Context: an optimization exercise on an open-source flow, tuned for small area, a short achievable clock period and few clock cycles. The choices shown serve that exercise and are no tape-out recipe. RTL that was checked went through simulation tests only; none was proved equivalent to the original. Power and IR drop assume default switching activity.

## demosaic
module demosaic(clk, reset, in_en, data_in, wr_r, addr_r, wdata_r, rdata_r, wr_g, addr_g, wdata_g, rdata_g, wr_b, addr_b, wdata_b, rdata_b, done);
Size in the first run: roughly 1,500 cells after synthesis, about 360 flip-flops, roughly 110 I/O pins, roughly 17,000 µm² of cells after synthesis.
==> flow/config.mk <==
export PLATFORM = sky130hd
export DESIGN_NAME = demosaic
export DESIGN_NICKNAME = demosaic
export VERILOG_FILES = /design/flow/design.v
export SDC_FILE = /design/flow/constraint.sdc
export NUM_CORES = 4
export LEC_CHECK = 0
export CAP_MARGIN = 20
export CORE_MARGIN = 2
export CORE_UTILIZATION = 40
export CTS_BUF_LIST = sky130_fd_sc_hd__clkbuf_8
export CTS_CLUSTER_DIAMETER = 60
export CTS_CLUSTER_SIZE = 16
export SETUP_SLACK_MARGIN = 3.0
export SLEW_MARGIN = 20
export TNS_END_PERCENT = 10
==> flow/constraint.sdc <==
create_clock -name core_clock -period 5.0 [get_ports {clk}]
set_input_delay 1.0000 -clock core_clock [delete_from_list [all_inputs] [get_ports {clk}]]
set_output_delay 1.0000 -clock core_clock [all_outputs]
set_load 0.01 [all_outputs]
standard.sh (not shown) runs the stock make flow with config.mk's settings and CLKGATE_MAP_FILE= SYNTH_SCRIPT=/design/flow/synth_recipe.tcl, a recipe that flattens the netlist after the stock synthesis.
==> flow/flow/run.sh <==
#!/bin/bash
# Standard layout, with the port buffers made of sky130_fd_sc_hd__buf_2 cells
# instead of the delay cells buffer_ports picks by itself.
set -euo pipefail
export BUFFER_PORTS_ARGS="-buffer_cell sky130_fd_sc_hd__buf_2"
bash standard.sh > standard.log 2>&1
The baseline completed without violations.
Change:
--- a/flow/design.v
+++ b/flow/design.v
@@ -12,57 +12,49 @@
 output reg [7:0] wdata_g;
 input [7:0] rdata_g;
 output reg wr_b;
 output reg [13:0] addr_b;
 output reg [7:0] wdata_b;
 input [7:0] rdata_b;
 output reg done;
 reg [13:0] lcnt;       
 reg        ld_done;    
 wire       col_g = ~(lcnt[7] ^ lcnt[0]);
 wire       col_r = ~lcnt[7] &  lcnt[0];
 wire       col_b =  lcnt[7] & ~lcnt[0];
-reg        busy_g, busy_r, busy_b;
-wire       ln0 = lcnt[0] ^ in_en;                     
-wire       ln7 = lcnt[7] ^ (in_en & (&lcnt[6:0]));
-wire       ldn = ld_done | (in_en & (&lcnt));         
 always @(posedge clk or posedge reset) begin
     if (reset) begin
         lcnt    <= 14'd0;
         ld_done <= 1'b0;
-        busy_g  <= 1'b1;
-        busy_r  <= 1'b0;
-        busy_b  <= 1'b0;
-    end else begin
-        if (in_en) lcnt <= lcnt + 14'd1;
-        ld_done <= ldn;
-        busy_g  <= ~ldn & ~(ln7 ^ ln0);
-        busy_r  <= ~ldn & ~ln7 &  ln0;
-        busy_b  <= ~ldn &  ln7 & ~ln0;
-    end
-end
+    end else if (in_en) begin
+        lcnt <= lcnt + 14'd1;
+        if (&lcnt) ld_done <= 1'b1;
+    end
+end
+wire busy_g = ~ld_done & col_g;
+wire busy_r = ~ld_done & col_r;
+wire busy_b = ~ld_done & col_b;
 reg  [5:0] g_yh;
 reg  [6:0] g_x;        
 reg  [6:0] g_s;        
 reg        g_wait, g_fin;
 reg  [1:0] g_roff;     
 reg  [7:0] g_c0, g_c1, g_c2, g_c3;        
 reg  [7:0] g_m10, g_m11, g_m12, g_m13;    
 reg  [7:0] g_m20, g_m21, g_m22;           
 reg  [8:0] g_s1, g_s2;
 reg  [7:0] g_m1x;      
 reg        g_ge;       
 reg        g_rv;
 reg  [1:0] g_ri;
-wire [5:0] g_yh3 = g_yh + 6'd3;
 wire g_go  = ~g_fin & ~g_wait & ~busy_g;
 wire g_rd  = |g_s[3:0];
 wire g_g6  = g_go & g_s[6];
 wire g_rot = g_go & (g_s[3] | g_s[4] | g_s[5]);
 wire g_wv  = g_go & ~g_rd & (g_x[6:1] != 6'd0);
 wire ge    = ~g_x[0];
 wire [6:0] g_xm = g_x - 7'd1;
 wire [5:0] g_rrow = g_yh + {4'd0, g_roff};
 wire [13:0] g_addr = {g_rrow, g_x[0], (g_rd ? g_x : g_xm)};
 wire [9:0] g_sum = g_s1 + g_s2;
 wire cap0 = g_rv & (g_ri == 2'd0);
 wire cap1 = g_rv & (g_ri == 2'd1);
@@ -94,37 +86,37 @@
 end
 always @(posedge clk or posedge reset) begin
     if (reset) begin
         g_yh   <= 6'd0;
         g_x    <= 7'd0;
         g_s    <= 7'd1;
         g_wait <= 1'b1;
         g_fin  <= 1'b0;
         g_rv   <= 1'b0;
         g_roff <= 2'd1;          
     end else begin
         g_rv <= g_go & g_rd;
-        if (g_wait & (ld_done | (lcnt[13:7] > {g_yh3, 1'b0})))    
+        if (g_wait & (ld_done | (lcnt[13:7] >= {g_yh, 1'b1} + 7'd6)))    
             g_wait <= 1'b0;
         if (g_go) begin
             g_s <= {g_s[5:0], g_s[6]};
             if (g_s[6])
                 g_roff <= {1'b0, g_x[0]};            
             else
                 g_roff <= {g_s[1] | g_s[2] | g_s[5], g_s[0] | g_s[2] | g_s[4]}
                           + {1'b0, ge};
             if (g_s[6]) begin
                 g_x  <= g_x + 7'd1;
                 if (&g_x) begin
-                    g_yh   <= g_yh3;
+                    g_yh   <= g_yh + 6'd3;
                     g_wait <= 1'b1;
                     if (g_yh == 6'd60) g_fin <= 1'b1;
                 end
             end
         end
     end
 end
 wire        r_wv, b_wv, r_fin, b_fin;
 wire [13:0] r_addr, b_addr;
 wire [7:0]  r_wdata, b_wdata;
 demosaic_rb #(.P(1'b1)) u_r (
     .clk(clk), .reset(reset), .busy(busy_r), .ld_done(ld_done), .lrow(lcnt[13:7]),
@@ -216,25 +208,25 @@
 end
 always @(posedge clk or posedge reset) begin
     if (reset) begin
         ti  <= 6'd0;
         xi  <= 6'd0;
         x64 <= 1'b0;
         s   <= 5'd1;
         wt  <= 1'b1;
         fin <= 1'b0;
         rv  <= 1'b0;
     end else begin
         rv <= go & (s[0] | s[1]);
-        if (wt & (ld_done | (lrow[6:1] > ti1)))        
+        if (wt & (ld_done | ({1'b0, lrow[6:1]} >= {1'b0, ti} + 7'd2)))
             wt <= 1'b0;
         if (go) begin
             s <= {s[3:0], s[4]};
             if (s[4]) begin
                 if (x64) begin
                     xi  <= 6'd0;
                     x64 <= 1'b0;
                     ti  <= ti1;
                     wt  <= 1'b1;
                     if (ti == 6'd62) fin <= 1'b1;
                 end else begin
                     xi  <= xi + 6'd1;
Outcome: The changed run produced a clean layout. Synthesized cell count rose by 7.1%. Design area fell by 0.93%. Routed wire length rose by 1.3%. Worst setup slack is worse by 0.019 ns. Worst hold slack is better by 0.0058 ns. Non-clock buffer count fell by 1. Sequential share of layout area is about the same. Sequential power fell by about 1%. Core utilization fell by 0.13 points. Die area fell by 0.99%. Synthesized area fell by 1.0%.
Function was not checked in any run of this note: the RTL went through the layout flow alone.

* * *

Setup of run A:
The RTL this note starts from:
==> flow/design.v <==
module demosaic(clk, reset, in_en, data_in, wr_r, addr_r, wdata_r, rdata_r, wr_g, addr_g, wdata_g, rdata_g, wr_b, addr_b, wdata_b, rdata_b, done);
input clk;
input reset;
input in_en;
input [7:0] data_in;
output reg wr_r;
output reg [13:0] addr_r;
output reg [7:0] wdata_r;
input [7:0] rdata_r;
output reg wr_g;
output reg [13:0] addr_g;
output reg [7:0] wdata_g;
input [7:0] rdata_g;
output reg wr_b;
output reg [13:0] addr_b;
output reg [7:0] wdata_b;
input [7:0] rdata_b;
output reg done;
reg        in_en_q;
reg [7:0]  din_q;
reg [13:0] lcnt;       
reg        ld_done;    
always @(posedge clk) din_q <= data_in;
always @(posedge clk or posedge reset) begin
    if (reset) begin
        in_en_q <= 1'b0;
        lcnt    <= 14'd0;
        ld_done <= 1'b0;
    end else begin
        in_en_q <= in_en;
        if (in_en_q) begin
            lcnt <= lcnt + 14'd1;
            if (&lcnt) ld_done <= 1'b1;
        end
    end
end
wire busy_g = in_en_q & ~(lcnt[7] ^ lcnt[0]);
wire busy_r = in_en_q & ~lcnt[7] &  lcnt[0];
wire busy_b = in_en_q &  lcnt[7] & ~lcnt[0];
reg  [5:0] g_yh;
reg  [6:0] g_x;        
reg  [6:0] g_s;        
reg        g_wait, g_fin;
reg  [1:0] g_roff;     
reg  [7:0] g_c0, g_c1, g_c2, g_c3;        
reg  [7:0] g_m10, g_m11, g_m12, g_m13;    
reg  [7:0] g_m20, g_m21, g_m22;           
reg  [8:0] g_s1, g_s2;
reg        g_ge;       
reg        g_rv;
reg  [1:0] g_ri;
wire g_go  = ~g_fin & ~g_wait & ~busy_g;
wire g_rd  = |g_s[3:0];
wire g_g6  = g_go & g_s[6];
wire g_rot = g_go & (g_s[3] | g_s[4] | g_s[5]);
wire g_wv  = g_go & ~g_rd & (g_x[6:1] != 6'd0);
wire ge    = ~g_x[0];
wire [6:0] g_xm = g_x - 7'd1;
wire [5:0] g_rrow = g_yh + {4'd0, g_roff};
wire [13:0] g_addr = {g_rrow, g_x[0], (g_rd ? g_x : g_xm)};
wire [9:0] g_sum = g_s1 + g_s2;
wire cap0 = g_rv & (g_ri == 2'd0);
wire cap1 = g_rv & (g_ri == 2'd1);
wire cap2 = g_rv & (g_ri == 2'd2);
wire cap3 = g_rv & (g_ri == 2'd3);
always @(posedge clk) begin
    g_ri <= {g_s[2] | g_s[3], g_s[1] | g_s[3]};
    if (g_rot)      g_c0 <= g_c1;
    else if (cap0)  g_c0 <= rdata_g;
    if (g_rot)      g_c1 <= cap2 ? rdata_g : g_c2;
    else if (cap1)  g_c1 <= rdata_g;
    if (g_rot)      g_c2 <= g_c0;
    else if (cap2)  g_c2 <= rdata_g;
    if (cap3)       g_c3 <= rdata_g;
    if (g_g6) begin
        g_m10 <= g_c0;  g_m11 <= g_c1;  g_m12 <= g_c2;  g_m13 <= g_c3;
        g_m20 <= g_m11; g_m21 <= g_m12; g_m22 <= g_m13;
    end else if (g_rot) begin
        g_m10 <= g_m11; g_m11 <= g_m12; g_m12 <= g_m13; g_m13 <= g_m10;
        g_m20 <= g_m21; g_m21 <= g_m22; g_m22 <= g_m20;
    end
    if (g_rot) begin
        g_s1 <= g_c0 + g_m20;
        g_s2 <= g_m10 + (g_ge ? g_m11 : g_m13);
    end
end
always @(posedge clk or posedge reset) begin
    if (reset) begin
        g_yh   <= 6'd0;
        g_x    <= 7'd0;
        g_s    <= 7'd1;
        g_wait <= 1'b1;
        g_fin  <= 1'b0;
        g_rv   <= 1'b0;
        g_roff <= 2'd1;          
        g_ge   <= 1'b1;
    end else begin
        g_rv <= g_go & g_rd;
        if (g_wait & (ld_done | (lcnt[13:7] >= {g_yh, 1'b1} + 7'd6)))    
            g_wait <= 1'b0;
        if (g_go) begin
            g_s <= {g_s[5:0], g_s[6]};
            if (g_s[6])
                g_roff <= {1'b0, g_x[0]};            
            else
                g_roff <= {g_s[1] | g_s[2] | g_s[5], g_s[0] | g_s[2] | g_s[4]}
                          + {1'b0, ge};
            if (g_s[6]) begin
                g_x  <= g_x + 7'd1;
                g_ge <= g_x[0];
                if (&g_x) begin
                    g_yh   <= g_yh + 6'd3;
                    g_wait <= 1'b1;
                    if (g_yh == 6'd60) g_fin <= 1'b1;
                end
            end
        end
    end
end
wire        r_wv, b_wv, r_fin, b_fin;
wire [13:0] r_addr, b_addr;
wire [7:0]  r_wdata, b_wdata;
demosaic_rb #(.P(1'b1)) u_r (
    .clk(clk), .reset(reset), .busy(busy_r), .ld_done(ld_done), .lrow(lcnt[13:7]),
    .rdata(rdata_r), .wv(r_wv), .addr(r_addr), .wdata(r_wdata), .fin(r_fin));
demosaic_rb #(.P(1'b0)) u_b (
    .clk(clk), .reset(reset), .busy(busy_b), .ld_done(ld_done), .lrow(lcnt[13:7]),
    .rdata(rdata_b), .wv(b_wv), .addr(b_addr), .wdata(b_wdata), .fin(b_fin));
always @(posedge clk) begin
    addr_g  <= busy_g ? lcnt  : g_addr;
    wdata_g <= busy_g ? din_q : g_sum[9:2];
    addr_r  <= busy_r ? lcnt  : r_addr;
    wdata_r <= busy_r ? din_q : r_wdata;
    addr_b  <= busy_b ? lcnt  : b_addr;
    wdata_b <= busy_b ? din_q : b_wdata;
end
always @(posedge clk or posedge reset) begin
    if (reset) begin
        wr_g <= 1'b0;
        wr_r <= 1'b0;
        wr_b <= 1'b0;
        done <= 1'b0;
    end else begin
        wr_g <= busy_g | g_wv;
        wr_r <= busy_r | r_wv;
        wr_b <= busy_b | b_wv;
        done <= ld_done & g_fin & r_fin & b_fin;
    end
end
endmodule
module demosaic_rb #(parameter P = 1'b1) (
    input             clk,
    input             reset,
    input             busy,
    input             ld_done,
    input      [6:0]  lrow,
    input      [7:0]  rdata,
    output            wv,
    output     [13:0] addr,
    output     [7:0]  wdata,
    output reg        fin
);
reg [5:0] ti;
reg [5:0] xi;
wire [5:0] ti1 = ti + 6'd1;
wire [5:0] xp  = xi - 6'd1;
reg       x64;         
reg [4:0] s;           
reg       wt;
reg [7:0] a, b, hp;
reg [8:0] vc, vp;
reg       rv, ri;
wire go = ~fin & ~wt & ~busy;
wire [7:0] hs = P ? b : a;
wire [6:0] row_m1 = P ? {ti, 1'b0}  : {ti, 1'b1};
wire [6:0] row_t  = P ? {ti, 1'b1}  : {ti1, 1'b0};
wire [6:0] row_p1 = P ? {ti1, 1'b0} : {ti1, 1'b1};
wire [6:0] row_h  = P ? row_p1 : row_m1;
wire [6:0] col_x  = {xi, P};
wire [6:0] col_x1 = P ? {xi, 1'b0} : {xp, 1'b1};
wire [6:0] col_x2 = P ? {xp, 1'b1} : {xp, 1'b0};
wire xi_lo = (xi == 6'd0) & ~x64;
wire hd_ok = ~xi_lo & ~x64;                                    
wire v_ok  = P ? hd_ok : (x64 | (xi[5:1] != 5'd0));           
reg [6:0] arow, acol;
reg       wok;
reg [7:0] wd;
wire [8:0] hsum = hp + hs;
wire [9:0] dsum = vp + vc;
always @(*) begin
    arow = ({7{s[0]}} & row_m1) | ({7{s[1]}} & row_p1) | ({7{s[2] | s[4]}} & row_t) | ({7{s[3]}} & row_h);
    acol = ({7{s[0] | s[1]}} & col_x) | ({7{s[2]}} & col_x2) | ({7{s[3] | s[4]}} & col_x1);
    wok  = (s[2] & v_ok) | ((s[3] | s[4]) & hd_ok);
    wd   = ({8{s[2]}} & vp[8:1]) | ({8{s[3]}} & hsum[8:1]) | ({8{s[4]}} & dsum[9:2]);
end
assign addr  = {arow, acol};
assign wdata = wd;
assign wv    = go & wok;
always @(posedge clk) begin
    ri <= s[1];
    if (rv) begin
        if (ri) b <= rdata;
        else    a <= rdata;
    end
    if (go & s[3]) vc <= a + b;
    if (go & s[4]) begin
        vp <= vc;
        hp <= hs;
    end
end
always @(posedge clk or posedge reset) begin
    if (reset) begin
        ti  <= 6'd0;
        xi  <= 6'd0;
        x64 <= 1'b0;
        s   <= 5'd1;
        wt  <= 1'b1;
        fin <= 1'b0;
        rv  <= 1'b0;
    end else begin
        rv <= go & (s[0] | s[1]);
        if (wt & (ld_done | ({1'b0, lrow[6:1]} >= {1'b0, ti} + 7'd2)))
            wt <= 1'b0;
        if (go) begin
            s <= {s[3:0], s[4]};
            if (s[4]) begin
                if (x64) begin
                    xi  <= 6'd0;
                    x64 <= 1'b0;
                    ti  <= ti1;
                    wt  <= 1'b1;
                    if (ti == 6'd62) fin <= 1'b1;
                end else begin
                    xi  <= xi + 6'd1;
                    x64 <= &xi;
                end
            end
        end
    end
end
endmodule
clock: 5.0 ns
lec_check: 0
cap_margin: 20
core_margin: 2
core_utilization: 40
setup_slack_margin: 3.0
slew_margin: 20
run.sh (not shown) runs the stock make flow with config.mk's settings and CLKGATE_MAP_FILE= SYNTH_SCRIPT=/design/flow/synth_recipe.tcl, a recipe that flattens the netlist after the stock synthesis.
Stock flow here: none of the scripts above is used.
Run A was carried through to the last stage, and its layout satisfied the timing, DRC and antenna checks.
Inputs modified between run A and run B:
-- flow/design.v --
<<< run A, line 73
    else if (cap2)  g_c2 <= rdata_g;
    if (cap3)       g_c3 <= rdata_g;
    if (g_g6) begin
        g_m10 <= g_c0;  g_m11 <= g_c1;  g_m12 <= g_c2;  g_m13 <= g_c3;
>>> run B, line 73
    else if (cap2)  g_c2 <= rdata_g;
    if (cap3)       g_c3 <= rdata_g;
    if (g_g6) g_ge <= g_x[0];
    if (g_g6) begin
        g_m10 <= g_c0;  g_m11 <= g_c1;  g_m12 <= g_c2;  g_m13 <= g_c3;
<<< run A, line 94
        g_rv   <= 1'b0;
        g_roff <= 2'd1;          
        g_ge   <= 1'b1;
    end else begin
        g_rv <= g_go & g_rd;
>>> run B, line 95
        g_rv   <= 1'b0;
        g_roff <= 2'd1;          
    end else begin
        g_rv <= g_go & g_rd;
<<< run A, line 108
            if (g_s[6]) begin
                g_x  <= g_x + 7'd1;
                g_ge <= g_x[0];
                if (&g_x) begin
                    g_yh   <= g_yh + 6'd3;
>>> run B, line 108
            if (g_s[6]) begin
                g_x  <= g_x + 7'd1;
                if (&g_x) begin
                    g_yh   <= g_yh + 6'd3;
[summary]
Compared with run A, in run B max-slew headroom at the worst pin now sits higher; worst hold margin now sits at about the same level; length of routed met3 wiring now sits lower; area of the mapped netlist now sits lower; non-clock buffer count now sits higher.
Of run B and run A, it is run B that has the lower switching share of power.
Testbench counts of run B, summed over its fixed seeds: cycles 329,652.
For run A, only the layout was checked, not whether the RTL still works.

what the ideal ports hide:
How much do the figures lean on ideal ports? The routed layouts below were timed once more, with nothing changed but the port constraints.
Step 1 assumes that a clkbuf_16 drives the clock port and a buf_2 every other input.
Step 2, shift: input delay + t, output delay - t, t = (earliest + latest rising clock arrival at the registers) / 2. This alone moves slack from input paths to output paths.
Three values: ideal ports, drivers, drivers and shift; two values: the first two.
run	t, ns	setup WS [ns]	worst setup path at the end	worst slew at a driven data input, ns
the first run of note 1	0.654	2.775 / 2.775 / 2.568	input to register	0.06
the second run of note 1	0.640	2.756 / 2.756 / 2.567	input to register	0.06
run A	0.611	2.605 / 2.605 / 2.605	register to register	0.05
run B	0.605	2.775 / 2.775 / 2.649	input, reset recovery	0.05
After both steps setup and hold are still met in every run listed. For the first run of note 1, which loses most, drivers alone change the setup slack by 0.000 ns; drivers and shift together by -0.207 ns. The worst setup slack also covers recovery checks on asynchronous resets.
